What follows belongs to an exercise in optimizing a design on an open flow for small area; a production flow would make more cautious choices. The RTL was checked by simulation tests, not by an equivalence proof against the original design. Power figures rest on the tool's default switching activity, not on a simulated workload.

`config.mk`:
```
export PLATFORM = sky130hd
export DESIGN_NAME = accel
export DESIGN_NICKNAME = accel
export VERILOG_FILES = /design/flow/design.v
export SDC_FILE = /design/flow/constraint.sdc
export NUM_CORES = 4
export LEC_CHECK = 0
export ABC_AREA = 1
export CAP_MARGIN = 20
export CORE_MARGIN = 2
export CORE_UTILIZATION = 40
export SLEW_MARGIN = 20
```
`design.v`:
```
module clock_divider (
    input             clk,
    input             rst,
    output reg [19:0] c,
    output reg [6:0]  b,
    output reg [4:0]  a,
    output            tick500,   
    output            sample,    
    output            romstep    
);
function [19:0] inc;
    input [19:0] x;
    integer i;
    reg all;
    begin
        all = 1'b1;
        for (i = 0; i < 20; i = i + 1) begin
            inc[i] = x[i] ^ all;
            all = all & x[i];
        end
    end
endfunction
wire cwrap = c[19] & c[18] & c[17] & c[16] & c[14] & c[9] &
             c[5] & c[4] & c[3] & c[2] & c[1] & c[0];
wire bwrap = b[6] & b[5] & b[4] & b[3] & b[2];
wire awrap = a[4] & a[3];
always @(posedge clk) begin
    if (rst | cwrap)
        c <= 20'd0;
    else
        c <= inc(c);
end
always @(posedge clk) begin
    if (rst | bwrap)
        b <= 7'd0;
    else
        b <= inc({13'd0, b});
end
always @(posedge clk) begin
    if (rst | (bwrap & awrap))
        a <= 5'd0;
    else if (bwrap)
        a <= inc({15'd0, a});
end
assign tick500 = bwrap & ~c[1] & c[0];
assign sample  = bwrap & awrap & ~c[2] & c[1] & c[0];
assign romstep = bwrap & awrap & ~c[3] & c[2] & c[1] & c[0];
endmodule
module seg7(
    input  [3:0] in,
    output [6:0] display
);
wire [3:0] d = in;
assign display[0] = ~(d[3] | (d[2] & d[0]) | (~d[2] & ~d[0]) | d[1]);
assign display[1] = ~((~d[1] & ~d[0]) | ~d[2] | (d[1] & d[0]));
assign display[2] = ~d[2] & d[1] & ~d[0];
assign display[3] = (d[2] & ~d[1] & ~d[0]) | (~d[2] & ~d[1] & d[0]) | (d[2] & d[1] & d[0]);
assign display[4] = (d[2] & ~d[1]) | d[0];
assign display[5] = (~d[2] & d[1]) | (~d[3] & ~d[2] & d[0]) | (d[1] & d[0]);
assign display[6] = (~d[3] & ~d[2] & ~d[1]) | (d[2] & d[1] & d[0]);
endmodule
module rom (
    input  [4:0]  idx,
    output [15:0] rom_x, rom_y, rom_z
);
    reg [15:0] mem [0:31];
    initial begin
        $readmemb("xyz.mem", mem);
    end
    wire [31:0] oh = 32'd1 << idx;
    function [15:0] pick;
        input [31:0] o;
        input integer off;
        integer i;
        reg [15:0] r;
        begin
            r = 16'd0;
            for (i = 0; i < 32; i = i + 1)
                r = r | ({16{o[i]}} & mem[(i + off) % 32]);
            pick = r;
        end
    endfunction
    assign rom_x = pick(oh, 0);
    assign rom_y = pick(oh, 1);
    assign rom_z = pick(oh, 2);
endmodule
module pwm (
    input             clk,
    input             rst,
    input             select,
    input             grab,
    input             tick,       
    input             sample,     
    input             romstep,    
    input      [19:0] counter,
    input      [6:0]  step,       
    input      [15:0] data_x, data_y, data_z,   
    output            out1, out2, out3, out4
);
reg        tinit;    
reg        gsel;     
reg        busy;     
reg [4:0]  idx;      
reg [19:0] scr_x, scr_y, scr_z;
reg [19:0] tgt_x, tgt_y, tgt_z;
reg [6:0]  dl;       
reg [2:0]  cy;       
always @(posedge clk) begin
    if (rst)
        tinit <= 1'b1;
    else if (tick)
        tinit <= 1'b0;
end
always @(posedge clk) begin
    if (rst)
        idx <= 5'd0;
    else if (romstep) begin
        if (idx == 5'd29)           
            idx <= 5'd0;
        else
            idx <= idx + 5'd3;
    end
end
wire [15:0] rom_x, rom_y, rom_z;
rom romemory (.idx(idx), .rom_x(rom_x), .rom_y(rom_y), .rom_z(rom_z));
wire act_x = busy & (step < 7'd20);
wire act_y = busy & (step >= 7'd20) & (step < 7'd40);
wire act_z = busy & (step >= 7'd40);
wire last  = (step == 7'd19) | (step == 7'd39) | (step == 7'd59);
localparam [63:0] KB = {4'd0, 20'd75000, 20'd75000, 20'd75000};
wire kbit = KB[step[5:0]];
wire sbit = act_x ? scr_x[0] : act_y ? scr_y[0] : scr_z[0];
wire [3:0] sum = sbit + dl[2] + dl[3] + dl[4] + dl[6] + kbit + cy;
always @(posedge clk) begin
    if (rst | sample)
        busy <= 1'b1;
    else if (step == 7'd59)
        busy <= 1'b0;
end
always @(posedge clk) begin
    if (rst | ~busy | last) begin
        dl <= 7'd0;
        cy <= 3'd0;
    end
    else begin
        dl <= {dl[5:0], sbit};
        cy <= sum[3:1];
    end
end
wire        load = rst | sample;
wire [15:0] ix = rst ? 16'd0 : data_x;
wire [15:0] iy = rst ? 16'd0 : data_y;
wire [15:0] iz = rst ? 16'd0 : data_z;
always @(posedge clk) begin
    if (load) begin
        scr_x <= {{4{ix[15]}}, ix};
        scr_y <= {{4{iy[15]}}, iy};
        scr_z <= {{4{iz[15]}}, iz};
    end
    else begin
        scr_x <= {act_x ? sum[0] : scr_x[0], scr_x[19:1]};
        scr_y <= {act_y ? sum[0] : scr_y[0], scr_y[19:1]};
        scr_z <= {act_z ? sum[0] : scr_z[0], scr_z[19:1]};
    end
end
always @(posedge clk) begin
    if (tick) begin
        gsel  <= grab;
        tgt_x <= select ? {4'd0, rom_x} : {scr_x[10:0], scr_x[19:11]};
        tgt_y <= select ? {4'd0, rom_y} : {scr_y[10:0], scr_y[19:11]};
        tgt_z <= select ? {4'd0, rom_z} : {scr_z[10:0], scr_z[19:11]};
    end
end
function lt20;
    input [19:0] p, q;
    integer i;
    reg r;
    begin
        r = 1'b0;
        for (i = 0; i < 20; i = i + 1)
            r = (p[i] ^ q[i]) ? q[i] : r;
        lt20 = r;
    end
endfunction
wire lt_c = lt20(counter, 20'd65000);
wire lt_g = gsel ? lt20(counter, 20'd125000) : lt20(counter, 20'd25000);
assign out1 = tinit ? lt_c : lt20(counter, tgt_x);
assign out2 = tinit ? lt_c : lt20(counter, tgt_y);
assign out3 = tinit ? lt_c : lt20(counter, tgt_z);
assign out4 = tinit ? lt_c : lt_g;
endmodule
module bcd (
    input  [15:0] v,
    output [11:0] d
);
function [3:0] add3;
    input [3:0] d;
    reg ge5;
    begin
        ge5 = d[3] | (d[2] & (d[1] | d[0]));
        add3[3] = ge5;
        add3[2] = (d[2] & ~d[1] & ~d[0]) | (d[3] & d[0]);
        add3[1] = (d[1] & ~d[2]) | (d[2] & d[1] & d[0]) | (d[3] & ~d[0]);
        add3[0] = d[0] ^ ge5;
    end
endfunction
function [11:0] add12;
    input [11:0] a, b;
    input ci;
    integer i;
    reg cy;
    begin
        cy = ci;
        for (i = 0; i < 12; i = i + 1) begin
            add12[i] = a[i] ^ b[i] ^ cy;
            cy = (a[i] & b[i]) | (a[i] & cy) | (b[i] & cy);
        end
    end
endfunction
wire        s = v[15];
wire [15:0] x = v ^ {16{s}};
wire [11:0] t = add12({2'b00, x[9:0]}, {3'b000, x[15:10], 3'b000}, s);
wire [11:0] m = add12(t, {2'b00, x[15:10], 4'b0000}, 1'b0);
reg [11:0] r;
integer i;
always @(*) begin
    r = 12'd0;
    for (i = 11; i >= 0; i = i - 1) begin
        r[3:0]  = add3(r[3:0]);
        r[7:4]  = add3(r[7:4]);
        r[11:8] = add3(r[11:8]);
        r = {r[10:0], m[i]};
    end
end
assign d = r;
endmodule
module accel (
   input                clk,
   input                rst,
   input        [15:0]  data_x,
   input        [15:0]  data_y,
   input        [15:0]  data_z,
   input                select,    
   input                grab,      
   output       [6:0]   HEX0,
   output       [6:0]   HEX1,
   output       [6:0]   HEX2,
   output       [6:0]   HEX3,
   output       [6:0]   HEX4,
   output       [6:0]   HEX5,
   output       [9:0]   LEDR,
   output               servo_x,   
   output               servo_y,   
   output               servo_z,   
   output               servo_g    
   );
wire [19:0] counter;
wire [6:0] step;
wire [4:0] blk;
wire tick, sample, romstep;
clock_divider timebase (
    .clk(clk), .rst(rst), .c(counter), .b(step), .a(blk),
    .tick500(tick), .sample(sample), .romstep(romstep));
wire [11:0] bx, by;
bcd conv_x (.v(data_x), .d(bx));
bcd conv_y (.v(data_y), .d(by));
reg [9:0] mag_z;
reg any;
integer i;
always @(*) begin
    any = 1'b0;
    for (i = 0; i < 10; i = i + 1) begin
        mag_z[i] = data_z[i] ^ (data_z[15] & any);
        any = any | data_z[i];
    end
end
reg [11:0] dig_x;    
reg        signx;
reg [7:0]  dig_y;    
reg [9:0]  led_z;    
always @(posedge clk) begin
    if (rst) begin
        dig_x <= 12'd0;
        signx <= 1'b0;
        dig_y <= 8'd0;
        led_z <= 10'd0;
    end
    else if (sample) begin
        dig_x <= bx;
        signx <= data_x[15];
        dig_y <= by[11:4];
        led_z <= mag_z;
    end
end
seg7 s0 (.in(dig_x[3:0]),  .display(HEX0));
seg7 s1 (.in(dig_x[7:4]),  .display(HEX1));
seg7 s2 (.in(dig_x[11:8]), .display(HEX2));
seg7 s4 (.in(dig_y[3:0]),  .display(HEX4));
seg7 s5 (.in(dig_y[7:4]),  .display(HEX5));
assign HEX3 = {1'b1, signx, signx, signx, 2'b00, signx};
assign LEDR = led_z;
pwm control (
    .clk(clk), .rst(rst), .select(select), .grab(grab),
    .tick(tick), .sample(sample), .romstep(romstep), .counter(counter),
    .step(step), .data_x(data_x), .data_y(data_y), .data_z(data_z),
    .out1(servo_x), .out2(servo_y), .out3(servo_z), .out4(servo_g));
endmodule
```
`constraint.sdc`:
```
create_clock -name core_clock -period 25.0 [get_ports {clk}]
set_input_delay 5.0000 -clock core_clock [delete_from_list [all_inputs] [get_ports {clk}]]
set_output_delay 5.0000 -clock core_clock [all_outputs]
set_load 0.01 [all_outputs]
```
`xyz.mem`:
```
0110000111101000
1111101000110000
0110110001100100
1111110001000000
0110000101100000
1111101010111000
0110010010100000
1111000111110000
0110101101010100
1111110111110100
0110111111010000
1111111111010100
0110100111110000
1111010110111000
0110110111101000
1111100111101000
0110010110100000
1111010011100000
0110110011001000
1111110010100000
0110110100101000
1111010100110000
0110111001111000
1111010111011000
0110001001001000
1111000110010000
0110001101110000
1111010110111000
0110001100110000
1111010110101000
0000000000000000
0000000000000000
```
`run.sh`:
```
#!/bin/bash
# synth_recipe.tcl (not shown) runs the flow's synth.tcl, then flattens the netlist and writes it again
# the make line also repeats each setting of config.mk as NAME=value (left out here)
make -C /OpenROAD-flow-scripts/flow DESIGN_CONFIG=/design/flow/config.mk WORK_HOME=/design/flow/orfs CLKGATE_MAP_FILE= SYNTH_SCRIPT=/design/flow/synth_recipe.tcl finish
```
==> results of run 1 <==
==> state kept, by name (all words and copies together) (netlist names), 3 cells and up <==
register       count
control.tgt_z     20
timebase.a         5
control.tgt_y     20
control.scr_y     20
control.cy         3
control.scr_z     20
dig_x             12
control.dl         7
control.tgt_x     20
timebase.b         7
timebase.c        20
control.idx        5
control.scr_x     20
led_z             10
dig_y              8
==> layer usage <==
metal | global-route usage [%] | wire, um | vias to the layer above
met5 | 0 | 13 | -
met4 | 5.039 | 768 | 2
met3 | 3.424 | 2435 | 57
met2 | 40.06 | 18980 | 398
met1 | 33.40 | 19450 | 5976
li1 | - | - | 6389
==> critical path: cells and delay by family <==
family,cells,cell delay (ns)
buffers and inverters,6,1.27
AO/OA/AOI/OAI,1,0.20
adder cells (fa/ha/maj),9,2.66
XOR/XNOR,1,0.15
AND/OR/NAND/NOR,36,2.94
==> path summary, 6_finish.rpt <==
kind	slack, ns	to	cells past startpoint	startpoint
max	13.19	dig_x[1]	53	data_x[15]
min	0.41	control.dl[6]	2	control.dl[5]
max reg2reg	20.65	timebase.c[19]	20	timebase.c[1]
min reg2reg	0.41	control.dl[6]	2	control.dl[5]
==> report_power, final <==
part	total (mW)	switching, mW	leakage (nW)	internal (mW)
combinational	0.968	0.659	4.93	0.309
clock	0.347	0.141	0.391	0.207
sequential	0.337	0.00140	1.68	0.336
==> stage by stage <==
step           utilization (%)  instances  instance area (um2)  setup slack (ns)
4_1_cts                  47.73       2458                15570             13.21
5_1_grt                  47.74       2458                15570             12.51
3_3_place_gp             45.30       2414                14780             12.91
2_1_floorplan                -       1899                13250             13.68
6_report                 47.75       2459                15580             13.19
3_5_place_dp             45.32       2414                14780             12.66
==> logic make-up after synthesis <==
logic type,after synthesis,share of synthesized area (%)
and+or+nand+nor,826,27.24
buffers and inverters,395,11.41
AOI/OAI and AO/OA,364,16.21
DFF,201,34.98
adders and majority gates,72,7.535
xor gates and xnor gates,38,2.568
other,2,0.05668
==> Yosys cell counts, types with 3 or more instances <==
library cell | number | area [um2]
a41oi_1 | 3 | 26.28
inv_1 | 328 | 1231
buf_1 | 3 | 11.26
o31ai_1 | 3 | 22.52
o221ai_1 | 8 | 70.07
buf_4 | 7 | 52.55
xnor2_1 | 11 | 96.34
clkinv_1 | 4 | 15.01
edfxtp_1 | 61 | 1832
nand4_1 | 18 | 112.6
nand3_2 | 5 | 50.05
ha_1 | 59 | 738.2
a21oi_2 | 3 | 26.28
xor2_1 | 26 | 227.7
a31oi_1 | 14 | 87.58
o21ai_0 | 150 | 750.7
o22ai_1 | 36 | 225.2
a22oi_1 | 3 | 22.52
o211ai_1 | 12 | 90.09
nand3_1 | 81 | 405.4
a32oi_1 | 12 | 105.1
fa_1 | 13 | 260.3
o21ai_1 | 15 | 75.07
nand2_2 | 45 | 281.5
nand2_1 | 351 | 1318
o21bai_1 | 5 | 37.54
inv_2 | 18 | 67.56
or2_2 | 17 | 106.4
clkbuf_1 | 33 | 123.9
nor2_1 | 232 | 870.8
a211oi_1 | 3 | 22.52
dfxtp_1 | 140 | 2803
nand2_4 | 7 | 78.83
and2_1 | 3 | 18.77
nor4_1 | 22 | 137.6
a21oi_1 | 76 | 380.4
a22o_1 | 4 | 35.03
nor3_1 | 42 | 210.2
==> cell type report <==
cell class,count,area [um2],share of cell area [%]
Clock buffer,29,650.6,4.177
Timing Repair Buffer,118,1141,7.326
Sequential cell,201,4634,29.75
Tap cell,442,553.0,3.550
Clock inverter,15,133.9,0.8595
Multi-Input combinational cell,1303,7147,45.88
Inverter,350,1314,8.434
Antenna cell,1,2.502,0.01607
==> results.txt, run 1 <==
- Status: complete, no violations
- Area grow syn2layout: 17.55%
- Worst setup SP type: primary input
- Starting Density: between 40% and 50%
- Dominant synthesized flop cell: dfxtp_1
- Max Fanout on Critical Path: 20
- Synth Register Bits: around 200
- Initial antenna violation count: 2
- Nets@finish: approximately 2100
- Die Span X: 186.0 um
- Most frequent cells in the layout: 350 x nand2_1, 328 x inv_1, 231 x nor2_1
- Final worst path period share: a little under half
- Worst EP required: between 20 and 30 ns
- Slew Limit Fails: 0
- Die span in y: ~190 um
- Max_cap viols: 0
- Synth Warn #: 5
- EDFF count, synth: 61
- Clock sink count: ~200
- Final Wtd Congestion: between 0.9 and 1
- Final setup viols: 0
- Vias in the first global route: between 10000 and 15000
- Critical Path End Type: flop
- Wire per inst: about 17 um
- Port bufs: around 100
- Tmin final: around 12 ns
- Crit path DAT: roughly 12 ns
- Core Area: around 0.033 mm2
- Asr flop ratio synth: 0%
- Leak Pwr: between 7 and 8 nW
- Vias post-DR: 12820
- Largest net degree at the start of global routing: 54
- Hpwl dp: 32630 um
- Tot Pwr: 1.653 mW
- Unique cell type count in the Yosys netlist: 53
- DIE AREA: approximately 0.035 mm2
- Worst setup path class: primary input to flop
- Synthesized area per cell: 6.981 um2
- First-pass GRT wire length: about 65000 um
- Most common cell after layout, fill and taps aside: nand2_1
- Post-DRT Antenna Nets: 0
- Register area share after synthesis: a little over a third
- 1st-iter DRT viols: approximately 900
- Number of vias per cell: 5.214
- CTS tree: built
- Post-Syn Instances: about 1900
- Hold Crit Class: flop to flop
- Row count: 66
- Ports: around 110
- Total CTS buffers: 24
- H-tree levels: 1
- Post-CTS Setup Inserts: 0
- Worst slew margin: between 30% and 40%
- Clock skew: approximately 0.017 ns
- Post-CTS Resized: 0
- Total count of hold-check failures in the final report: 0
- Most used cell along the critical path: nand2_2
- Hold_buf cts: 0
- Layout cells sized above 1: 8.085%
- Slowest CP cell: clkdlybuf4s50_1
- Clk buf depth: 3
- DRT Wirelength: roughly 42000 um
- RSZ-0062 raised after global routing: no
- Fillers: around 3300
- DR DRC count: 0
- CP max stage delay: 0.89 ns
- Congestion Overflow GR: 0
- Area of the mapped netlist: between 0.01 and 0.015 mm2
- Hold WS: around 0.41 ns
- Worst slew pin tran: slightly above 0.9 ns
- First drt pass iteration count: 5
- GRT Total Usage: about a quarter
- Clock Pin Slew Worst Setup and Hold Paths: roughly 0.06 ns
- Root buf cell: clkbuf_16
- Worst vdd ir: 97.20 uV
- Pwr/cell area: approximately 110 mW/mm2
- Fmax: between 0.08 and 0.09 GHz
- Clock Latency Late Sink: approximately 0.52 ns
- Setup TNS: 0 ns
==> run 2, diff against run 1 <==
==> flow/run.sh (new file) <==
#!/bin/bash
# Layout flow: the standard ORFS flow (standard.sh) with three changes
# that only affect how small the layout comes out:
#  - synthesis is the standard flow's own script, except that ABC maps the logic with an
#    area recipe (flow/area.abc: deepsyn, choices, area mapping);
#  - every port still gets a buffer, but the smallest one (buf_1);
#  - clock tree: clkbuf_8 buffers, clusters of at most 14 sinks, no dummy
#    loads.
# Each tool's full output goes to the ORFS logs and to flow.log here.
set -euo pipefail
WORK=$PWD

# synth_recipe.tcl with ABC's -script argument pointed at flow/area.abc
{
    echo 'proc abc {args} {'
    echo '    set i [lsearch -exact $args -script]'
    echo "    if {\$i >= 0} { lset args [expr {\$i + 1}] {$WORK/flow/area.abc} }"
    echo '    yosys abc {*}$args'
    echo '}'
    cat "$WORK/synth_recipe.tcl"
} > "$WORK/flow_synth.tcl"

bash "$WORK/standard.sh" \
    "SYNTH_SCRIPT=$WORK/flow_synth.tcl" \
    "BUFFER_PORTS_ARGS=-buffer_cell sky130_fd_sc_hd__buf_1" \
    "CTS_ARGS=-sink_clustering_enable -repair_clock_nets -dont_use_dummy_load -buf_list sky130_fd_sc_hd__clkbuf_8 -sink_clustering_size 20 -sink_clustering_max_diameter 40" \
    finish > "$WORK/flow.log" 2>&1
==> flow/area.abc (new file) <==
strash
&get -n
&deepsyn -T 60
&dch -f
&nf -R 1000 -p -F 8 -A 8 -E 100
&put
topo
==> standard.sh (new file) <==
#!/bin/bash
# synth_recipe.tcl (not shown) runs the flow's synth.tcl, then flattens the netlist and writes it again
# the make line also repeats each setting of config.mk as NAME=value (left out here)
make -C /OpenROAD-flow-scripts/flow DESIGN_CONFIG=/design/flow/config.mk WORK_HOME=/design/flow/orfs CLKGATE_MAP_FILE= SYNTH_SCRIPT=/design/flow/synth_recipe.tcl "${@:-finish}"
--- a/config.mk
+++ b/config.mk
@@ -5,7 +5,6 @@
 export SDC_FILE = /design/flow/constraint.sdc
 export NUM_CORES = 4
 export LEC_CHECK = 0
-export ABC_AREA = 1
 export CAP_MARGIN = 20
 export CORE_MARGIN = 2
 export CORE_UTILIZATION = 40
removed: run.sh
==> results.txt, run 2 <==
- Total count of hold-check failures in the final report: 0
- Post-CTS Resized: 0
- Clock skew: 0.05139 ns
- Worst vdd ir: between 150 and 200 uV
- Hpwl dp: approximately 25000 um
- Placed instance area: ~0.013 mm2
- Clk buf depth: 3
- Wire per inst: approximately 18 um
- Dominant synthesized flop cell: dfxtp_1
- CP max stage delay: 0.61 ns
- Vias in the first global route: a little over 10000
- Crit path max-delay family: compound AO/OA/AOI/OAI gates
- Area grow syn2layout: 11.46%
- Core Area: 0.02956 mm2
- Fmax: 0.07526 GHz
- Largest net degree at the start of global routing: 77
- Tmin final: roughly 13 ns
- Die span in y: 177.0 um
- First drt pass iteration count: 8
- Hold WS: between 0.4 and 0.5 ns
- RSZ-0062 raised after global routing: no
- H-tree levels: 1
- Core Util, Final: approximately 45%
- Leak Pwr: about 5.0 nW
- Clock Pin Slew Worst Setup and Hold Paths: 0.07 ns
- Port bufs: roughly 100
- DR DRC count: 0
- Most frequent cell after synthesis: nand2_1
- Slew Limit Fails: 0
- Worst slew margin: 39.17%
- Congestion Overflow GR: 0
- Final worst path period share: between 50% and 60%
- Critical Path End Type: flop
- Vias post-DR: between 10000 and 15000
- Worst slew pin tran: between 0.9 and 1 ns
- Synth Warn #: 5
- Worst setup path class: primary input to flop
- Most common cell after layout, fill and taps aside: nand2_1
- Fillers: 3003
- Slowest CP cell: buf_1
- Total CTS buffers: 31
- Pwr/cell area: between 100 and 150 mW/mm2
- Final setup viols: 0
- Row count: 63
- Post-Syn Instances: about 1400
- Crit path DAT: 13.75 ns
- 1st-iter DRT viols: roughly 1100
- Clock sink count: about 200
- Setup TNS: 0 ns
- Asr flop ratio synth: 0%
- Unique cell type count in the Yosys netlist: 64
- Antenna diode count: 0
- Area of the mapped netlist: between 0.01 and 0.015 mm2
- Final Wtd Congestion: 0.9565
- Buf+Inv Stages, Crit Path: 4
- Nets@finish: around 1600
- Yosys top cell area share: between 20% and 30%
- Largest area contributor in the netlist: dfxtp_1
- Clock Latency Late Sink: around 0.6 ns
- Ports: between 100 and 150
- Layout cells sized above 1: under 10%
- First-pass GRT wire length: roughly 54000 um
- DRT Wirelength: approximately 34000 um
- Post-DRT Antenna Nets: 0
- Initial antenna violation count: 0
- Most used cell along the critical path: fa_1
- Final WS setup: 11.71 ns
- Hold Crit Class: flop to flop
- Cell area after layout: between 0.01 and 0.015 mm2
- DIE AREA: approximately 0.031 mm2
- Pre-CTS setup slack: 11.20 ns
- Status: complete, no violations
- Max Fanout on Critical Path: 14
- Worst EP required: 25.47 ns
- CTS tree: built
- Synth Register Bits: around 200
- Synth area leaders: dfxtp_1 23%, edfxtp_1 15%, ha_1 6.2%
- EDFF count, synth: 61
- Worst setup SP type: primary input
- Hold_buf cts: 0
- Max_cap viols: 0
- Starting Density: around 40%
- Die Span X: between 150 and 200 um
- GRT Total Usage: a little over a fifth
- Root buf cell: clkbuf_8
- Top post-synthesis cells by count: 154 x nand2_1, 142 x nor2_1, 140 x dfxtp_1
- Post-CTS Setup Inserts: 0
- Register area share after synthesis: 38.73%
- Most frequent cells in the layout: 154 x nand2_1, 140 x nor2_1, 140 x dfxtp_1
- Synthesized area per cell: approximately 8.7 um2
- Number of vias per cell: about 5.7
[run 2: tightest hold or removal path: cells and delay by family (launching register included)]
kind	cells	cell delay, ns
AND/OR/NAND/NOR	2	0.10
flip-flops	1	0.31
[run 2: cell families (layout without fill, tap and decap cells)]
logic type / count (synthesis) / after routing / share of synthesized area (%)
fa+ha+maj: 87 / 87 / 9.599
flops: 201 / 201 / 38.73
mux: 7 / 7 / 0.5961
xor+xnor: 66 / 66 / 4.831
simple gates: 513 / 513 / 20.24
buf+inv: 86 / 227 / 2.917
compound gates: 410 / 410 / 23.02
other cells: 2 / 3 / 0.06277
[run 2: final cells by class]
class,instances,area (um2),share of cell area [%]
multi-input combinational,1086,7002,52.50
tap,390,488.0,3.659
timing repair buffer,117,489.2,3.668
inverter,79,296.5,2.223
sequential,201,4634,34.75
clock buffer,31,426.7,3.199
[run 2: power breakdown]
group | total (mW) | leakage, nW | internal [mW] | switching [mW]
logic | 0.857 | 3.09 | 0.320 | 0.537
clock network | 0.223 | 0.223 | 0.108 | 0.115
registers | 0.338 | 1.69 | 0.337 | 0.00135
total | 1.42 | 5.00 | 0.765 | 0.653
[run 2: through the flow]
| stage | power [mW] | std cells |
|---|---|---|
| 2_1_floorplan | 1.032 | 1373 |
| 3_3_place_gp | 1.176 | 1873 |
| 4_1_cts | 1.414 | 1904 |
| 5_1_grt | 1.553 | 1904 |
| 6_report | 1.418 | 1904 |
| 3_5_place_dp | 1.185 | 1873 |
[run 2: metal layers]
layer  wire [um]  part of all wire [%]  GRT usage (%)
met1       15440                    46          29.99
met2       15070                    44          33.53
met3        2410                   7.1          3.651
met4        1012                   3.0          7.163
met5           0                     0              0
[run 2: path summary, 6_finish.rpt]
check                           slack (ns)                end  cells after the start         startpoint
worst min register to register        0.42  control.scr_x[16]                      2  control.scr_x[17]
worst min-delay path                  0.42  control.scr_x[16]                      2  control.scr_x[17]
worst max-delay path                 11.71           dig_x[7]                     39         data_x[15]
worst max register to register       20.55      control.cy[1]                     14      timebase.b[5]
==> run 3, diff against run 2 <==
--- a/flow/run.sh
+++ b/flow/run.sh
@@ -23,5 +23,5 @@
 bash "$WORK/standard.sh" \
     "SYNTH_SCRIPT=$WORK/flow_synth.tcl" \
     "BUFFER_PORTS_ARGS=-buffer_cell sky130_fd_sc_hd__buf_1" \
-    "CTS_ARGS=-sink_clustering_enable -repair_clock_nets -dont_use_dummy_load -buf_list sky130_fd_sc_hd__clkbuf_8 -sink_clustering_size 20 -sink_clustering_max_diameter 40" \
+    "CTS_ARGS=-sink_clustering_enable -repair_clock_nets -dont_use_dummy_load -buf_list sky130_fd_sc_hd__clkbuf_4 -sink_clustering_size 10 -sink_clustering_max_diameter 50" \
     finish > "$WORK/flow.log" 2>&1
==> results.txt, run 3 <==
- First drt pass iteration count: 6
- Clock skew: 0.06025 ns
- P_sw: about 0.64 mW
- Pre-CTS setup slack: between 10 and 15 ns
- Sw Ratio: 47.67%
- Total CTS buffers: 28
- Clk buf depth: 3
- Register area share after synthesis: about two fifths
- Hold_buf cts: 0
- Clock Pin Slew Worst Setup and Hold Paths: between 0.1 and 0.15 ns
- CTS tree: built
- Clock sink count: around 200
- Wire per inst: about 18 um
- Worst EP required: about 26 ns
- Top post-synthesis cells by count: 154 x nand2_1, 142 x nor2_1, 140 x dfxtp_1
- Row count: between 60 and 70
- Dominant synthesized flop cell: dfxtp_1
- Most frequent cell after synthesis: nand2_1
- Synth Area in Compound Gates: a little under a quarter
- Tot Pwr: around 1.4 mW
- Nets@finish: 1637
- Tmin final: 13.24 ns
- Clock Latency Late Sink: a little under 0.7 ns
- Worst setup path class: primary input to flop
- Reg2reg end: control.cy[1]
- 1st-iter DRT viols: approximately 1000
- Largest family of logic cells by synthesized area: compound AO/OA/AOI/OAI gates
- Clk pwr share: 11.6%
- Max_cap viols: 0
- Final Wtd Congestion: 0.9565
- Combinational Power Share: a little under two thirds
- Reg2reg setup slack: between 20 and 25 ns
- Fmax: ~0.076 GHz
- Most used cell along the critical path: fa_1
- First-pass GRT wire length: roughly 54000 um
- DRT Wirelength: around 34000 um
- RSZ-0062 raised after global routing: no
- DIE AREA: between 0.03 and 0.04 mm2
- Met2 Use GR: between 30% and 40%
- Final WS setup: roughly 12 ns
- Number of vias per cell: approximately 5.7
- Vias in the first global route: ~10000
- Hpwl dp: roughly 25000 um
- Met3 Track Usage GR: between 3 and 4%
- Synth Warn #: 5
- Initial antenna violation count: 1
- Ports: approximately 110
- Layout cells sized above 1: about 3.0%
- Area grow syn2layout: 9.673%
- Post-CTS Setup Inserts: 0
- EDFF count, synth: between 60 and 70
- Port bufs: about 100
- Most common cell after layout, fill and taps aside: nand2_1
- Worst Hold Launch: control.dl[1]
- Critical Path End Type: flop
- Post-Syn Instances: roughly 1400
- Core Area: 0.02956 mm2
- Root buf cell: clkbuf_4
- Most frequent cells in the layout: 154 x nand2_1, 140 x nor2_1, 140 x dfxtp_1
- Final setup viols: 0
- GRT Total Usage: 21.49%
- Die Span X: 177.0 um
- XOR/XNOR Fraction of Synth Area: under 10%
- Worst slew margin: a little under two fifths
- Origin of the critical flop-to-flop path: timebase.b[5]
- Post-DRT Antenna Nets: 0
- Worst vdd ir: between 150 and 200 uV
- Mux cell area share after synthesis: less than 1%
- Congestion Overflow GR: 0
- Slowest CP cell: a32oi_1
- Synth area leaders: dfxtp_1 23%, edfxtp_1 15%, ha_1 6.2%
- Synthesized area per cell: ~8.7 um2
- Starting Density: a little over 40%
- DR DRC count: 0
- Vias post-DR: between 10000 and 15000
- H-tree levels: 1
- M1 GR Usage: between 30 and 40%
- Worst slew pin tran: around 0.92 ns
- Post-Synth Simple-Gate Area: approximately 20%
- Setup TNS: 0 ns
- Worst setup SP type: primary input
- Adder-Cell Fraction of Synth Area: under 10%
- Internal power: 0.7072 mW
- Yosys top cell area share: a little under a quarter
- Flop pwr share: between 20% and 30%
- Post-CTS Resized: 0
- Asr flop ratio synth: 0%
- Die span in y: 177.0 um
- Largest net degree at the start of global routing: 77
- Hold Crit Class: flop to flop
- Leak Pwr: 4.906 nW
- Max Fanout on Critical Path: 14
- Crit path DAT: 13.80 ns
- Final worst path period share: between 50% and 60%
- Area of the mapped netlist: around 0.012 mm2
- Synth Register Bits: ~200
- Largest area contributor in the netlist: dfxtp_1
- WHS Endpoint: control.dl[2]
- Hold WS: 0.4425 ns
- Pwr/cell area: between 100 and 150 mW/mm2
- Status: complete, no violations
- Global routing's busiest layer: met2
- CP max stage delay: between 0.6 and 0.7 ns
- Total count of hold-check failures in the final report: 0
- Slew Limit Fails: 0
- Unique cell type count in the Yosys netlist: 64
- Worst reg-to-reg path cell count: 14
- Hold depth: 1
==> run 3: final cells by class <==
cell class,instances,area [um2]
clock buffers,28,210.2
inverters,79,296.5
repair buffers,117,489.2
diodes,1,2.502
flip-flops and latches,201,4634
fillers,3018,16440
multi-input cells,1086,7002
well taps,390,488.0
==> run 3: how the worst max path moves through the flow <==
stage | end | slack [ns] | cells past startpoint | start
floorplan | dig_x[7] | 12.73 | 40 | data_x[0]
global placement | dig_x[7] | 11.55 | 40 | data_x[15]
detailed placement | dig_x[7] | 11.20 | 39 | data_x[15]
CTS | dig_x[7] | 11.88 | 39 | data_x[15]
global route | dig_x[6] | 10.87 | 38 | data_x[15]
finish | dig_x[7] | 11.76 | 39 | data_x[15]
==> run 3: routing by layer <==
metal / up-vias / share of wire, % / wire, um
met1: 5045 / 46 / 15660
met5: - / 0 / 0
met4: 0 / 3.2 / 1085
met3: 81 / 6.3 / 2129
met2: 368 / 44 / 15100
li1: 5314 / - / -
==> run 3: cells by family (layout without fill, tap and decap cells) <==
logic type | Yosys count | count (layout)
flops | 201 | 201
mux | 7 | 7
xor+xnor | 66 | 66
compound gates | 410 | 410
buf+inv | 86 | 224
simple gates | 513 | 513
other cells | 2 | 4
fa+ha+maj | 87 | 87
==> run 3: critical path, delay by kind of cell <==
| kind | cells | cell delay [ns] |
|---|---|---|
| buffers and inverters | 4 | 0.83 |
| and+or+nand+nor | 12 | 2.03 |
| AOI/OAI and AO/OA | 13 | 2.98 |
| adders and majority gates | 8 | 2.56 |
| xor gates and xnor gates | 2 | 0.39 |
==> run 3: per-stage QoR <==
| step | area [um2] | utilization [%] | std cells |
|---|---|---|---|
| after global placement | 12910 | 43.67 | 1873 |
| after detailed placement | 12910 | 43.67 | 1873 |
| after floorplan | 11970 | - | 1373 |
| final | 13120 | 44.39 | 1902 |
| after global routing | 13120 | 44.39 | 1902 |
| after CTS | 13120 | 44.39 | 1901 |
==> run 3: power groups by stage <==
stage | logic (mW) | registers (mW) | clock network, mW
3_5_place_dp | 0.840 | 0.345 | 0
2_1_floorplan | 0.686 | 0.346 | 0
5_1_grt | 0.972 | 0.338 | 0.177
3_3_place_gp | 0.831 | 0.345 | 0
4_1_cts | 0.848 | 0.338 | 0.164
6_report | 0.857 | 0.338 | 0.157
==> run 4, diff against run 3 <==
--- a/flow/run.sh
+++ b/flow/run.sh
@@ -23,5 +23,5 @@
 bash "$WORK/standard.sh" \
     "SYNTH_SCRIPT=$WORK/flow_synth.tcl" \
     "BUFFER_PORTS_ARGS=-buffer_cell sky130_fd_sc_hd__buf_1" \
-    "CTS_ARGS=-sink_clustering_enable -repair_clock_nets -dont_use_dummy_load -buf_list sky130_fd_sc_hd__clkbuf_4 -sink_clustering_size 10 -sink_clustering_max_diameter 50" \
+    "CTS_ARGS=-sink_clustering_enable -repair_clock_nets -dont_use_dummy_load -buf_list sky130_fd_sc_hd__clkbuf_8 -sink_clustering_size 14 -sink_clustering_max_diameter 60" \
     finish > "$WORK/flow.log" 2>&1
==> flow/area.abc (replaced) <==
strash
&get -n
&deepsyn -T 60
&put
dch -f
map -a
topo
==> results.txt, run 4 <==
- Synthesized area per cell: between 7 and 8 um2
- Setup TNS: 0 ns
- Worst slew margin: 42.98%
- Synth area leaders: dfxtp_1 23%, edfxtp_1 15%, clkinv_1 9.4%
- Combinational Power Share: approximately 60%
- First-pass GRT wire length: between 50000 and 60000 um
- Row count: 64
- CTS tree: built
- Clock skew: 0.05842 ns
- Leak Pwr: between 5 and 6 nW
- Area grow syn2layout: 10.24%
- Wire per inst: around 18 um
- Synth Area in Compound Gates: 21.33%
- Clk buf depth: 3
- Placed instance area: between 0.01 and 0.015 mm2
- Largest area contributor in the netlist: dfxtp_1
- DRT Wirelength: 38480 um
- Post-CTS Setup Inserts: 0
- Largest net degree at the start of global routing: a little under 70
- Vias post-DR: 12000
- Final Wtd Congestion: 1.055
- Largest family of logic cells by synthesized area: compound AO/OA/AOI/OAI gates
- Max_cap viols: 0
- Core Area: roughly 0.03 mm2
- H-tree levels: 1
- Hpwl dp: ~30000 um
- Layout cells sized above 1: 2.973%
- Vias in the first global route: approximately 11000
- Worst vdd ir: ~170 uV
- RSZ-0062 raised after global routing: no
- GRT Total Usage: approximately a quarter
- Post-Syn Instances: 1652
- Status: complete, no violations
- Unique cell type count in the Yosys netlist: 45
- Flop pwr share: between 20% and 30%
- Clock Pin Slew Worst Setup and Hold Paths: about 0.090 ns
- Mux cell area share after synthesis: less than 1%
- DR DRC count: 0
- Nets@finish: between 1500 and 2000
- Register area share after synthesis: a little under two fifths
- Reg2reg setup slack: slightly above 20 ns
- Fillers: approximately 3100
- Max Fanout on Critical Path: 14
- Initial antenna violation count: 0
- Clock Latency Late Sink: roughly 0.56 ns
- XOR/XNOR Fraction of Synth Area: under 10%
- Port bufs: between 100 and 150
- Worst EP required: roughly 25 ns
- Slowest CP cell: buf_1
- Antenna diode count: 0
- Worst slew pin tran: ~0.85 ns
- Synth Register Bits: roughly 200
- Cell area after layout: 0.01351 mm2
- First drt pass iteration count: 6
- Most frequent cell after synthesis: clkinv_1
- Critical Path End Type: flop
- Most common cell after layout, fill and taps aside: clkinv_1
- Tmin final: between 10 and 15 ns
- Worst setup SP type: primary input
- Asr flop ratio synth: 0%
- Most frequent cells in the layout: 305 x clkinv_1, 282 x nor2_1, 219 x nand2_1
- Slew Limit Fails: 0
- Yosys top cell area share: 22.86%
- P_sw: 0.6689 mW
- EDFF count, synth: slightly above 60
- Dominant synthesized flop cell: dfxtp_1
- Congestion Overflow GR: 0
- Number of vias per cell: around 5.5
- Sequential Area: 0.004634 mm2
- Synth Warn #: 5
- 1st-iter DRT viols: a little over 900
- Worst setup path class: primary input to flop
- Hold_buf cts: 0
- Multi-input logic area: 0.006447 mm2
- DIE AREA: approximately 0.032 mm2
- Total CTS buffers: 24
- Area of the mapped netlist: about 0.012 mm2
- Post-Synth Simple-Gate Area: roughly 20%
- CP max stage delay: around 0.60 ns
- Clk pwr share: between 10 and 15%
- Internal power: 0.6762 mW
- Crit path DAT: 13.44 ns
- Post-CTS Resized: 0
- Starting Density: between 40 and 50%
- Clock sink count: around 200
- Sw Ratio: between 40 and 50%
- Total count of hold-check failures in the final report: 0
- Die Span X: ~180 um
- Adder-Cell Fraction of Synth Area: just over 8%
- Pwr/cell area: 99.54 mW/mm2
- Die span in y: between 150 and 200 um
- Post-DRT Antenna Nets: 0
- Ports: around 110
- Most used cell along the critical path: clkinv_1
- Top post-synthesis cells by count: 306 x clkinv_1, 284 x nor2_1, 219 x nand2_1
- Final setup viols: 0
- Final worst path period share: ~52%
- Fmax: 0.07664 GHz
- Hold Crit Class: flop to flop
- Root buf cell: clkbuf_8
- Hold WS: around 0.37 ns
-- run 4: per-layer routing --
layer	vias up	GRT usage, %	wire, um
li1	5889	-	-
met1	5503	33.15	17470
met2	486	37.18	16610
met3	118	3.668	2666
met4	0	9.756	1737
met5	-	0	0
-- run 4: final cells by class --
type / instances / area share [%]
clock buffers: 24 / 2.444
inverters: 306 / 8.499
multi-input cells: 1139 / 47.71
flip-flops and latches: 201 / 34.29
well taps: 396 / 3.666
repair buffers: 113 / 3.389
-- run 4: final timing paths --
| check | from | end | depth (start not counted) |
|---|---|---|---|
| setup reg to reg | timebase.c[0] | timebase.c[19] | 20 |
| hold / removal | control.dl[5] | control.dl[6] | 2 |
| hold reg to reg | control.dl[5] | control.dl[6] | 2 |
| setup / recovery | data_x[15] | dig_x[7] | 49 |
-- run 4: critical path: cells and delay by family --
family                   cells  cell delay, ns
adder cells (fa/ha/maj)      7            2.24
XOR/XNOR                     3            0.56
buffers and inverters       11            1.58
AO/OA/AOI/OAI                7            1.15
AND/OR/NAND/NOR             21            2.85
-- run 4: power groups by stage --
stage               registers (mW)  logic (mW)  clock network, mW
finish                       0.339       0.809              0.197
global route                 0.339       0.923              0.216
CTS                          0.339       0.799              0.206
detailed placement           0.346       0.791                  0
global placement             0.346       0.791                  0
floorplan                    0.345       0.634                  0
-- run 4: cells by family after synthesis --
logic type,Yosys count
flops,201
mux,1
buf+inv,313
xor+xnor,44
fa+ha+maj,72
simple gates,602
other cells,2
compound gates,417
-- run 4: through the flow --
| stage | cells | utilization, % | worst slack (ns) | power, mW |
|---|---|---|---|---|
| floorplan | 1653 | - | 12.88 | 0.9793 |
| global placement | 2155 | 43.44 | 11.72 | 1.138 |
| detailed placement | 2155 | 43.44 | 11.45 | 1.138 |
| CTS | 2179 | 44.53 | 12.02 | 1.343 |
| global route | 2179 | 44.53 | 10.98 | 1.478 |
| finish | 2179 | 44.53 | 11.95 | 1.345 |
==> run 5, diff against run 4 <==
--- a/design.v
+++ b/design.v
@@ -95,13 +95,14 @@
     input      [19:0] counter,
     input      [6:0]  step,       
     input      [15:0] data_x, data_y, data_z,   
-    output            out1, out2, out3, out4
+    output            out1, out2, out3, out4,
+    output reg [19:0] scr_y
 );
 reg        tinit;    
 reg        gsel;     
 reg        busy;     
 reg [4:0]  idx;      
-reg [19:0] scr_x, scr_y, scr_z;
+reg [19:0] scr_x, scr_z;
 reg [19:0] tgt_x, tgt_y, tgt_z;
 reg [6:0]  dl;       
 reg [2:0]  cy;       
@@ -261,9 +262,12 @@
 clock_divider timebase (
     .clk(clk), .rst(rst), .c(counter), .b(step), .a(blk),
     .tick500(tick), .sample(sample), .romstep(romstep));
-wire [11:0] bx, by;
-bcd conv_x (.v(data_x), .d(bx));
-bcd conv_y (.v(data_y), .d(by));
+wire [19:0] scr_y;
+reg         ycvt;    
+wire [11:0] bx;
+bcd conv (.v(ycvt ? scr_y[15:0] : data_x), .d(bx));
+always @(posedge clk)
+    ycvt <= sample & ~rst;
 reg [9:0] mag_z;
 reg any;
 integer i;
@@ -285,23 +289,28 @@
         dig_y <= 8'd0;
         led_z <= 10'd0;
     end
-    else if (sample) begin
-        dig_x <= bx;
-        signx <= data_x[15];
-        dig_y <= by[11:4];
-        led_z <= mag_z;
+    else begin
+        if (sample) begin
+            dig_x <= bx;
+            signx <= data_x[15];
+            led_z <= mag_z;
+        end
+        if (ycvt)
+            dig_y <= bx[11:4];
     end
 end
+wire [7:0] show_y = ycvt ? bx[11:4] : dig_y;
 seg7 s0 (.in(dig_x[3:0]),  .display(HEX0));
 seg7 s1 (.in(dig_x[7:4]),  .display(HEX1));
 seg7 s2 (.in(dig_x[11:8]), .display(HEX2));
-seg7 s4 (.in(dig_y[3:0]),  .display(HEX4));
-seg7 s5 (.in(dig_y[7:4]),  .display(HEX5));
+seg7 s4 (.in(show_y[3:0]), .display(HEX4));
+seg7 s5 (.in(show_y[7:4]), .display(HEX5));
 assign HEX3 = {1'b1, signx, signx, signx, 2'b00, signx};
 assign LEDR = led_z;
 pwm control (
     .clk(clk), .rst(rst), .select(select), .grab(grab),
     .tick(tick), .sample(sample), .romstep(romstep), .counter(counter),
     .step(step), .data_x(data_x), .data_y(data_y), .data_z(data_z),
-    .out1(servo_x), .out2(servo_y), .out3(servo_z), .out4(servo_g));
+    .out1(servo_x), .out2(servo_y), .out3(servo_z), .out4(servo_g),
+    .scr_y(scr_y));
 endmodule
--- a/flow/run.sh
+++ b/flow/run.sh
@@ -4,7 +4,7 @@
 #  - synthesis is the standard flow's own script, except that ABC maps the logic with an
 #    area recipe (flow/area.abc: deepsyn, choices, area mapping);
 #  - every port still gets a buffer, but the smallest one (buf_1);
-#  - clock tree: clkbuf_8 buffers, clusters of at most 14 sinks, no dummy
+#  - clock tree: clkbuf_4 buffers, small sink clusters, no dummy
 #    loads.
 # Each tool's full output goes to the ORFS logs and to flow.log here.
 set -euo pipefail
@@ -22,6 +22,7 @@
 
 bash "$WORK/standard.sh" \
     "SYNTH_SCRIPT=$WORK/flow_synth.tcl" \
+    CORE_UTILIZATION=65 PLACE_DENSITY=0.75 \
     "BUFFER_PORTS_ARGS=-buffer_cell sky130_fd_sc_hd__buf_1" \
-    "CTS_ARGS=-sink_clustering_enable -repair_clock_nets -dont_use_dummy_load -buf_list sky130_fd_sc_hd__clkbuf_8 -sink_clustering_size 14 -sink_clustering_max_diameter 60" \
+    "CTS_ARGS=-sink_clustering_enable -repair_clock_nets -dont_use_dummy_load -buf_list sky130_fd_sc_hd__clkbuf_4 -sink_clustering_size 8 -sink_clustering_max_diameter 40" \
     finish > "$WORK/flow.log" 2>&1
==> flow/area.abc (replaced) <==
strash
&get -n
&deepsyn -I 10 -J 20
&dch -f
&nf -R 1000 -p -F 8 -A 8 -E 100
&put
topo
==> results.txt, run 5 <==
- Status: complete, no violations
- Worst EP required: roughly 20 ns
- CP max stage delay: 0.53 ns
- Multi-input logic area: roughly 0.0059 mm2
- Placed instance area: 0.01156 mm2
- Most used cell along the critical path: fa_1
- Final WS setup: 3.698 ns
- Crit path DAT: 16.30 ns
- Origin of the critical flop-to-flop path: ycvt
- Die Span X: approximately 130 um
- Worst Hold Launch: control.dl[1]
- Final setup viols: 0
- Most frequent cells in the layout: 141 x dfxtp_1, 121 x nor2_1, 115 x nand2_1
- Clock Pin Slew Worst Setup and Hold Paths: ~0.080 ns
- Finished Layout Cells: around 1500
- Port bufs: approximately 100
- Row count: 47
- Final worst path period share: 85.21%
- Crit path max-delay family: adder cells
- Synth Warn #: 5
- Worst reg-to-reg path cell count: between 40 and 50
- Slew Limit Fails: 0
- Buf+Inv Stages, Crit Path: 8
- Nets@finish: 1440
- Post-CTS Setup Inserts: 0
- WHS Endpoint: control.dl[2]
- Leak Pwr: between 4 and 5 nW
- Final Wtd Congestion: about 1
- Post-DRT Antenna Nets: 0
- CTS tree: built
- Synth Register Bits: between 200 and 250
- Congestion Overflow GR: 0
- Area of the mapped netlist: 0.01087 mm2
- Most frequent cell after synthesis: dfxtp_1
- Largest net degree at the start of global routing: 77
- Worst setup SP type: primary input
- Cell area after layout: ~0.012 mm2
- Total count of hold-check failures in the final report: 0
- Initial antenna violation count: 4
- Layout cells sized above 1: 3.326%
- Tmin final: ~21 ns
- EDFF count, synth: 61
- H-tree levels: 1
- First-pass GRT wire length: approximately 50000 um
- Clk buf depth: 3
- Unique cell type count in the Yosys netlist: 60
- Hpwl dp: 23970 um
- Hold_buf cts: 0
- Vias post-DR: around 9800
- Fmax: around 0.047 GHz
- Reg2reg end: dig_y[1]
- GRT Total Usage: 35.27%
- DIE AREA: 0.01777 mm2
- Post-CTS Resized: 0
- Clock Latency Late Sink: approximately 0.65 ns
- Sequential Area: around 0.0047 mm2
- Max_cap viols: 0
- Vias in the first global route: 9423
- Core Area: about 0.016 mm2
- Worst vdd ir: between 200 and 250 uV
- Tot Pwr: 1.273 mW
- Worst slew pin tran: 0.9102 ns
- DR DRC count: 0
- Number of vias per cell: between 6 and 7
- RSZ-0062 raised after global routing: no
- Pwr/cell area: between 100 and 150 mW/mm2
- Core Util, Final: between 70% and 80%
- Root buf cell: clkbuf_4
- Post-Syn Instances: around 1200
- Worst setup path class: primary input to output port
- Dominant synthesized flop cell: dfxtp_1
- Die span in y: 133.3 um
- Synth area leaders: dfxtp_1 26%, edfxtp_1 17%, ha_1 5.8%
- Reg2reg setup slack: between 10 and 15 ns
- Most common cell after layout, fill and taps aside: dfxtp_1
- Register area share after synthesis: 42.84%
- Hold depth: 1
- Setup TNS: 0 ns
- Fillers: about 1200
- Asr flop ratio synth: 0%
- Largest area contributor in the netlist: dfxtp_1
- Wire per inst: between 20 and 25 um
- Critical Path End Type: output port
- Hold Crit Class: flop to flop
- Area grow syn2layout: 8.544%
- Synthesized area per cell: between 9 and 10 um2
- 1st-iter DRT viols: between 1000 and 1500
- Ports: about 110
- First drt pass iteration count: 7
- Max Fanout on Critical Path: 15
- Worst slew margin: between 30% and 40%
- Top post-synthesis cells by count: 141 x dfxtp_1, 122 x nor2_1, 115 x nand2_1
- DRT Wirelength: between 30000 and 40000 um
- Yosys top cell area share: between 20% and 30%
- Clock sink count: a little over 200
- Starting Density: about two thirds
- Pre-CTS setup slack: 3.811 ns
- Total CTS buffers: 31
- Clock skew: about 0.056 ns
- Dpl cells: roughly 1500
- Slowest CP cell: fa_1
- Hold WS: between 0.4 and 0.5 ns
run 5: changes by cell type after synthesis, moves of 24 or more:
cell,previous run,this run
clkinv_1,306,81
mux2i_1,1,25
a21oi_1,88,43
a22o_1,0,39
o21ai_0,136,91
nor2_1,284,122
nand2_1,219,115
nor2b_1,0,53
run 5: area by class of cell:
class	count	share of cell area, %
Antenna cell	2	0.04244
Timing Repair Buffer	112	3.830
Multi-Input combinational cell	897	49.78
Sequential cell	202	39.47
Inverter	81	2.578
Clock buffer	31	1.973
Tap cell	220	2.334
run 5: metal layers:
layer	part of all wire (%)	global-route usage, %	vias up
li1	-	-	4587
met1	39	45.45	4642
met2	46	56.90	508
met3	11	9.437	95
met4	4.4	14.01	4
met5	0.098	0	-
run 5: worst reg2reg max path: cells and delay by family (launching register included):
kind | cells | cell delay [ns]
compound gates | 8 | 2.16
xor+xnor | 8 | 1.64
fa+ha+maj | 10 | 3.49
buf+inv | 5 | 0.75
flops | 1 | 0.72
mux | 1 | 0.27
simple gates | 15 | 2.12
run 5: power breakdown:
group / total, mW / switching (mW) / internal (mW)
combinational: 0.774 / 0.473 / 0.301
clock: 0.160 / 0.104 / 0.0564
sequential: 0.339 / 0.00155 / 0.337
run 5: worst max-delay path by stage:
stage,start,to,slack (ns),cells past startpoint
after floorplan,data_x[15],HEX5[0],4.23,48
after global placement,data_x[15],HEX5[5],4.52,51
after detailed placement,data_x[15],HEX5[5],3.81,51
after CTS,data_x[15],HEX5[5],3.80,51
after global routing,data_x[15],HEX5[5],2.72,51
final,data_x[15],HEX5[5],3.70,51
run 5: kinds of logic (layout without fill, tap and decap cells):
| group | Yosys count | count (layout) | share of synthesized area (%) |
|---|---|---|---|
| flip-flops | 202 | 202 | 42.84 |
| multiplexers | 26 | 26 | 2.407 |
| buffers and inverters | 88 | 224 | 3.282 |
| adder cells (fa/ha/maj) | 81 | 81 | 9.811 |
| AND/OR/NAND/NOR | 439 | 439 | 19.47 |
| AO/OA/AOI/OAI | 312 | 312 | 19.22 |
| other | 2 | 5 | 0.06912 |
| XOR/XNOR | 36 | 36 | 2.902 |
==> run 6, diff against run 5 <==
--- a/flow/run.sh
+++ b/flow/run.sh
@@ -22,7 +22,6 @@
 
 bash "$WORK/standard.sh" \
     "SYNTH_SCRIPT=$WORK/flow_synth.tcl" \
-    CORE_UTILIZATION=65 PLACE_DENSITY=0.75 \
     "BUFFER_PORTS_ARGS=-buffer_cell sky130_fd_sc_hd__buf_1" \
     "CTS_ARGS=-sink_clustering_enable -repair_clock_nets -dont_use_dummy_load -buf_list sky130_fd_sc_hd__clkbuf_4 -sink_clustering_size 8 -sink_clustering_max_diameter 40" \
     finish > "$WORK/flow.log" 2>&1
==> flow/area.abc (replaced) <==
strash
&get -n
&deepsyn -T 60
&dch -f
&nf -R 1000 -p -F 8 -A 8 -E 100
&put
topo
==> results.txt, run 6 <==
- Clk buf depth: 3
- Tot Pwr: 1.280 mW
- Top post-synthesis cells by count: 141 x dfxtp_1, 125 x nand2_1, 102 x nor2_1
- Max_cap viols: 0
- Buf+Inv Stages, Crit Path: 8
- Origin of the critical flop-to-flop path: ycvt
- Post-Syn Instances: about 1200
- Worst vdd ir: approximately 190 uV
- Critical Path Start: data_x[15]
- Total CTS buffers: 37
- Synth Register Bits: approximately 200
- Leak Pwr: around 4.6 nW
- Port bufs: 104
- Post-DRT Antenna Nets: 0
- Worst slew pin tran: between 0.8 and 0.9 ns
- Most common cell after layout, fill and taps aside: dfxtp_1
- Final worst path period share: a little over four fifths
- Crit path max-delay family: adder cells
- Final WS setup: ~3.9 ns
- Cell area after layout: approximately 0.012 mm2
- Worst Hold Launch: control.dl[1]
- Placed instance area: about 0.012 mm2
- Hpwl dp: roughly 24000 um
- Largest area contributor in the netlist: dfxtp_1
- Clock sink count: roughly 200
- Layout cells sized above 1: ~3.9%
- Worst slew margin: a little under half
- Clock skew: about 0.15 ns
- Fillers: ~2700
- DIE AREA: 0.02866 mm2
- Most used cell along the critical path: fa_1
- Row count: 60
- EDFF count, synth: approximately 60
- Synth area leaders: dfxtp_1 26%, edfxtp_1 17%, ha_1 5.7%
- Post-CTS Setup Inserts: 0
- Hold WS: approximately 0.4 ns
- Status: complete, no violations
- Clock Pin Slew Worst Setup and Hold Paths: 0.08 ns
- Ports: between 100 and 150
- Hold Crit Class: flop to flop
- Fmax: ~0.047 GHz
- Slew Limit Fails: 0
- Finished Layout Cells: ~1700
- Most frequent cell after synthesis: dfxtp_1
- Area of the mapped netlist: 0.01093 mm2
- Pre-CTS setup slack: 3.952 ns
- Number of vias per cell: around 5.6
- GRT Total Usage: between 20% and 30%
- Post-CTS Resized: 0
- Unique cell type count in the Yosys netlist: 60
- Setup TNS: 0 ns
- Hold_buf cts: 0
- Total count of hold-check failures in the final report: 0
- Tmin final: 21.12 ns
- Vias post-DR: 9307
- Slowest CP cell: fa_1
- Vias in the first global route: about 9000
- Dominant synthesized flop cell: dfxtp_1
- Reg2reg setup slack: ~14 ns
- Largest net degree at the start of global routing: 77
- Nets@finish: about 1400
- Synthesized area per cell: roughly 9.3 um2
- First-pass GRT wire length: 48950 um
- Crit path DAT: between 15 and 20 ns
- H-tree levels: 2
- Root buf cell: clkbuf_4
- Pwr/cell area: approximately 110 mW/mm2
- Dpl cells: between 1500 and 2000
- CTS tree: built
- Most frequent cells in the layout: 141 x dfxtp_1, 125 x nand2_1, 103 x buf_1
- Die Span X: about 170 um
- Area grow syn2layout: 10.33%
- Yosys top cell area share: between 20% and 30%
- Starting Density: about 41%
- Die span in y: around 170 um
- Clock Latency Late Sink: between 0.6 and 0.7 ns
- Final setup viols: 0
- CP max stage delay: 0.52 ns
- Wire per inst: about 19 um
- DR DRC count: 0
- Critical Path End Type: output port
- 1st-iter DRT viols: between 700 and 800
- Max Fanout on Critical Path: 15
- Initial antenna violation count: 1
- Core Util, Final: approximately 45%
- Worst setup path class: primary input to output port
- Congestion Overflow GR: 0
- DRT Wirelength: ~31000 um
- Worst setup SP type: primary input
- Synth Warn #: 5
- Worst EP required: around 20 ns
- Core Area: approximately 0.027 mm2
- Asr flop ratio synth: 0%
- RSZ-0062 raised after global routing: no
- Register area share after synthesis: roughly 43%
- Final Wtd Congestion: approximately 1
- First drt pass iteration count: 9
## run 6: cell types whose count changed in the layout (fill, tap and decap cells not counted), sizes merged, moves of 11 or more
| cell | before | now |
|---|---|---|
| maj3 | 18 | 44 |
| a22o | 39 | 50 |
| o22ai | 28 | 14 |
| nor2 | 122 | 102 |
## run 6: where the power goes
group	switching (mW)	internal (mW)
sequential	0.00128	0.337
combinational	0.468	0.296
clock	0.109	0.0679
## run 6: worst reg2reg max path, delay by kind of cell, from the launching register on
kind	cells	cell delay, ns
muxes	1	0.28
adders and majority gates	10	3.43
and+or+nand+nor	13	1.80
xor gates and xnor gates	8	1.48
AOI/OAI and AO/OA	9	2.53
buffers and inverters	6	0.90
DFF	1	0.77
## run 6: logic make-up after synthesis
group                      synth area share, %
AOI/OAI and AO/OA                        17.49
xor gates and xnor gates                 2.885
adders and majority gates                12.13
buffers and inverters                    3.056
DFF                                      42.58
muxes                                    2.221
other                                  0.06871
and+or+nand+nor                          19.56
## run 6: layer usage
| layer | vias up | part of all wire, % | wire [um] | track usage (%) |
|---|---|---|---|---|
| met5 | - | 0 | 0 | 0 |
| met4 | 0 | 3.1 | 979 | 7.209 |
| met3 | 74 | 6.7 | 2094 | 4.618 |
| met2 | 330 | 44 | 13860 | 34.75 |
| met1 | 4357 | 46 | 14450 | 29.55 |
| li1 | 4546 | - | - | - |
## run 6: final timing paths
| kind | endpoint | cells after the start |
|---|---|---|
| setup / recovery | HEX4[0] | 51 |
| hold / removal | control.dl[2] | 1 |
| setup reg to reg | dig_y[1] | 47 |
| hold reg to reg | control.dl[2] | 1 |
## run 6: layout make-up
type	instances	area, um2	area share [%]
Antenna cell	1	2.502	0.02075
Multi-Input combinational cell	892	5964	49.46
Tap cell	341	426.7	3.538
Clock buffer	37	277.8	2.303
Sequential cell	202	4654	38.60
Inverter	75	281.5	2.335
Timing Repair Buffer	112	451.7	3.746
==> run 7, diff against run 6 <==
--- a/flow/run.sh
+++ b/flow/run.sh
@@ -23,5 +23,5 @@
 bash "$WORK/standard.sh" \
     "SYNTH_SCRIPT=$WORK/flow_synth.tcl" \
     "BUFFER_PORTS_ARGS=-buffer_cell sky130_fd_sc_hd__buf_1" \
-    "CTS_ARGS=-sink_clustering_enable -repair_clock_nets -dont_use_dummy_load -buf_list sky130_fd_sc_hd__clkbuf_4 -sink_clustering_size 8 -sink_clustering_max_diameter 40" \
+    "CTS_ARGS=-sink_clustering_enable -repair_clock_nets -dont_use_dummy_load -buf_list sky130_fd_sc_hd__clkbuf_4 -sink_clustering_size 10 -sink_clustering_max_diameter 50" \
     finish > "$WORK/flow.log" 2>&1
==> results.txt, run 7 <==
- Status: complete, no violations
- Tmin final: between 20 and 25 ns
- Crit path DAT: between 15 and 20 ns
- Largest net degree at the start of global routing: slightly below 80
- Synth Register Bits: 202
- Starting Density: roughly two fifths
- First drt pass iteration count: 6
- Congestion Overflow GR: 0
- DRT Wirelength: ~31000 um
- EDFF count, synth: 61
- CTS tree: built
- Die span in y: roughly 170 um
- Synthesized area per cell: roughly 9.3 um2
- Layout cells sized above 1: 3.282%
- Total count of hold-check failures in the final report: 0
- Area of the mapped netlist: around 0.011 mm2
- Area grow syn2layout: 9.776%
- Port bufs: 104
- Slew Limit Fails: 0
- Vias in the first global route: ~9000
- Worst slew margin: 44.86%
- M1 GR Usage: slightly below 30%
- Met3 Track Usage GR: under 10%
- Top post-synthesis cells by count: 141 x dfxtp_1, 125 x nand2_1, 102 x nor2_1
- Core Area: ~0.027 mm2
- Setup TNS: 0 ns
- Clk buf depth: 3
- Hpwl dp: ~24000 um
- Most common cell after layout, fill and taps aside: dfxtp_1
- CP max stage delay: between 0.5 and 0.6 ns
- Max Fanout on Critical Path: 15
- Row count: 60
- Hold WS: ~0.4 ns
- 1st-iter DRT viols: 769
- Slowest CP cell: fa_1
- Nets@finish: 1427
- Synth Warn #: 5
- Clock Latency Late Sink: approximately 0.7 ns
- Worst vdd ir: 195.3 uV
- DR DRC count: 0
- Ports: between 100 and 150
- Clock Pin Slew Worst Setup and Hold Paths: approximately 0.1 ns
- Wire per inst: roughly 19 um
- Largest area contributor in the netlist: dfxtp_1
- Register area share after synthesis: between 40% and 50%
- Pwr/cell area: between 100 and 150 mW/mm2
- Cell area after layout: roughly 0.012 mm2
- H-tree levels: 1
- Max_cap viols: 0
- Worst EP required: ~20 ns
- DIE AREA: approximately 0.029 mm2
- Worst setup path class: primary input to output port
- Hold Crit Class: flop to flop
- Final worst path period share: 84.43%
- Critical Path End Type: output port
- Post-CTS Resized: 0
- Post-CTS Setup Inserts: 0
- Placed instance area: 0.01178 mm2
- Total CTS buffers: 29
- Clock skew: 0.09018 ns
- Final setup viols: 0
- Vias post-DR: approximately 9300
- Dominant synthesized flop cell: dfxtp_1
- Leak Pwr: between 4 and 5 nW
- Most frequent cell after synthesis: dfxtp_1
- Clock sink count: roughly 200
- Initial antenna violation count: 1
- Core Util, Final: between 40% and 50%
- Unique cell type count in the Yosys netlist: 60
- Met2 Use GR: between 30% and 40%
- Die Span X: ~170 um
- Yosys top cell area share: about a quarter
- Post-DRT Antenna Nets: 0
- Number of vias per cell: around 5.6
- Worst slew pin tran: 0.8185 ns
- RSZ-0062 raised after global routing: no
- First-pass GRT wire length: a little under 50000 um
- Final Wtd Congestion: ~1.0
- Worst setup SP type: primary input
- Root buf cell: clkbuf_4
- Post-Syn Instances: approximately 1200
- Synth area leaders: dfxtp_1 26%, edfxtp_1 17%, ha_1 5.7%
- Global routing's busiest layer: met2
- Most frequent cells in the layout: 141 x dfxtp_1, 125 x nand2_1, 103 x buf_1
- Hold_buf cts: 0
- Most used cell along the critical path: fa_1
- Asr flop ratio synth: 0%
- Fmax: approximately 0.047 GHz
- GRT Total Usage: 21.70%
run 7: kinds of logic after synthesis:
kind of cell	count (synthesis)	synth area share, %
compound gates	285	17.49
buf+inv	82	3.056
mux	24	2.221
simple gates	437	19.56
other cells	2	0.06871
flops	202	42.58
fa+ha+maj	107	12.13
xor+xnor	36	2.885
run 7: worst max-delay path, delay by kind of cell:
family          cells  cell delay [ns]
compound gates      9             2.50
xor+xnor            8             1.43
fa+ha+maj          10             3.42
buf+inv             8             1.09
mux                 1             0.19
simple gates       15             2.47
run 7: power by group:
part | switching (mW) | total, mW | internal, mW
registers | 0.00130 | 0.339 | 0.337
clock network | 0.106 | 0.159 | 0.0527
logic | 0.467 | 0.764 | 0.296
total | 0.575 | 1.26 | 0.686
run 7: final cells by class:
cell class              count  area, um2
diodes                      1      2.502
clock buffers              29      217.7
fillers                  2700      14880
inverters                  75      281.5
multi-input cells         892       5964
flip-flops and latches    202       4654
well taps                 341      426.7
repair buffers            112      451.7
run 7: path summary, 6_finish.rpt:
path	startpoint	to	slack, ns	depth (start not counted)
worst min register to register	control.scr_x[17]	control.scr_x[16]	0.39	2
worst max-delay path	data_x[15]	HEX4[0]	3.89	51
worst min-delay path	control.scr_x[17]	control.scr_x[16]	0.39	2
worst max register to register	ycvt	dig_y[1]	13.73	47
run 7: metal layers:
metal	share of wire (%)	vias up
met5	0	-
met4	3.2	0
met3	6.3	85
met2	44	309
met1	46	4334
li1	-	4527
run 7: through the flow:
| stage | cells | setup slack, ns | power [mW] |
|---|---|---|---|
| 2_1_floorplan | 1176 | 4.320 | 0.9782 |
| 3_3_place_gp | 1622 | 4.298 | 1.093 |
| 3_5_place_dp | 1622 | 3.952 | 1.108 |
| 4_1_cts | 1651 | 3.905 | 1.273 |
| 5_1_grt | 1652 | 2.862 | 1.392 |
| 6_report | 1652 | 3.891 | 1.261 |

[separate check: timing with driven ports]
How much do the figures lean on ideal ports? The routed layouts below were timed once more, with nothing changed but the port constraints.
Step 1, drivers: a clkbuf_16 drives clk and a buf_2 each remaining input, both assumed.
Step 2 moves the port delays by t, midway between the first and last clock arrival at a register: inputs arrive t later, outputs are due t later. That takes back most of the time a late clock gives input paths.
a / b / c = ideal ports / drivers / drivers and shift; a / b = the first two.
run | t, ns | setup WS [ns] | worst hold slack (ns) | latest minus earliest clock arrival (ns) | pins driven straight from the clock port
run 1 | 0.557 | 13.185 / 13.208 / 12.651 | 0.408 / 0.408 / 0.408 | 0.019 / 0.018 | 1
run 2 | 0.617 | 11.713 / 11.732 / 11.115 | 0.415 / 0.415 / 0.415 | 0.056 / 0.056 | 1
run 3 | 0.705 | 11.760 / 11.775 / 11.071 | 0.442 / 0.442 / 0.442 | 0.065 / 0.065 | 1
run 4 | 0.577 | 11.952 / 11.966 / 11.389 | 0.374 / 0.374 / 0.374 | 0.061 / 0.061 | 1
run 5 | 0.664 | 3.698 / 3.678 / 3.678 | 0.446 / 0.446 / 0.446 | 0.057 / 0.057 | 1
run 6 | 0.635 | 3.880 / 3.860 / 3.860 | 0.399 / 0.399 / 0.399 | 0.159 / 0.159 | 1
run 7 | 0.697 | 3.891 / 3.871 / 3.871 | 0.392 / 0.392 / 0.392 | 0.097 / 0.097 | 1
After both steps every run listed still meets setup and hold. For run 3, which loses most, drivers alone change the setup slack by +0.015 ns; drivers and shift together by -0.689 ns.
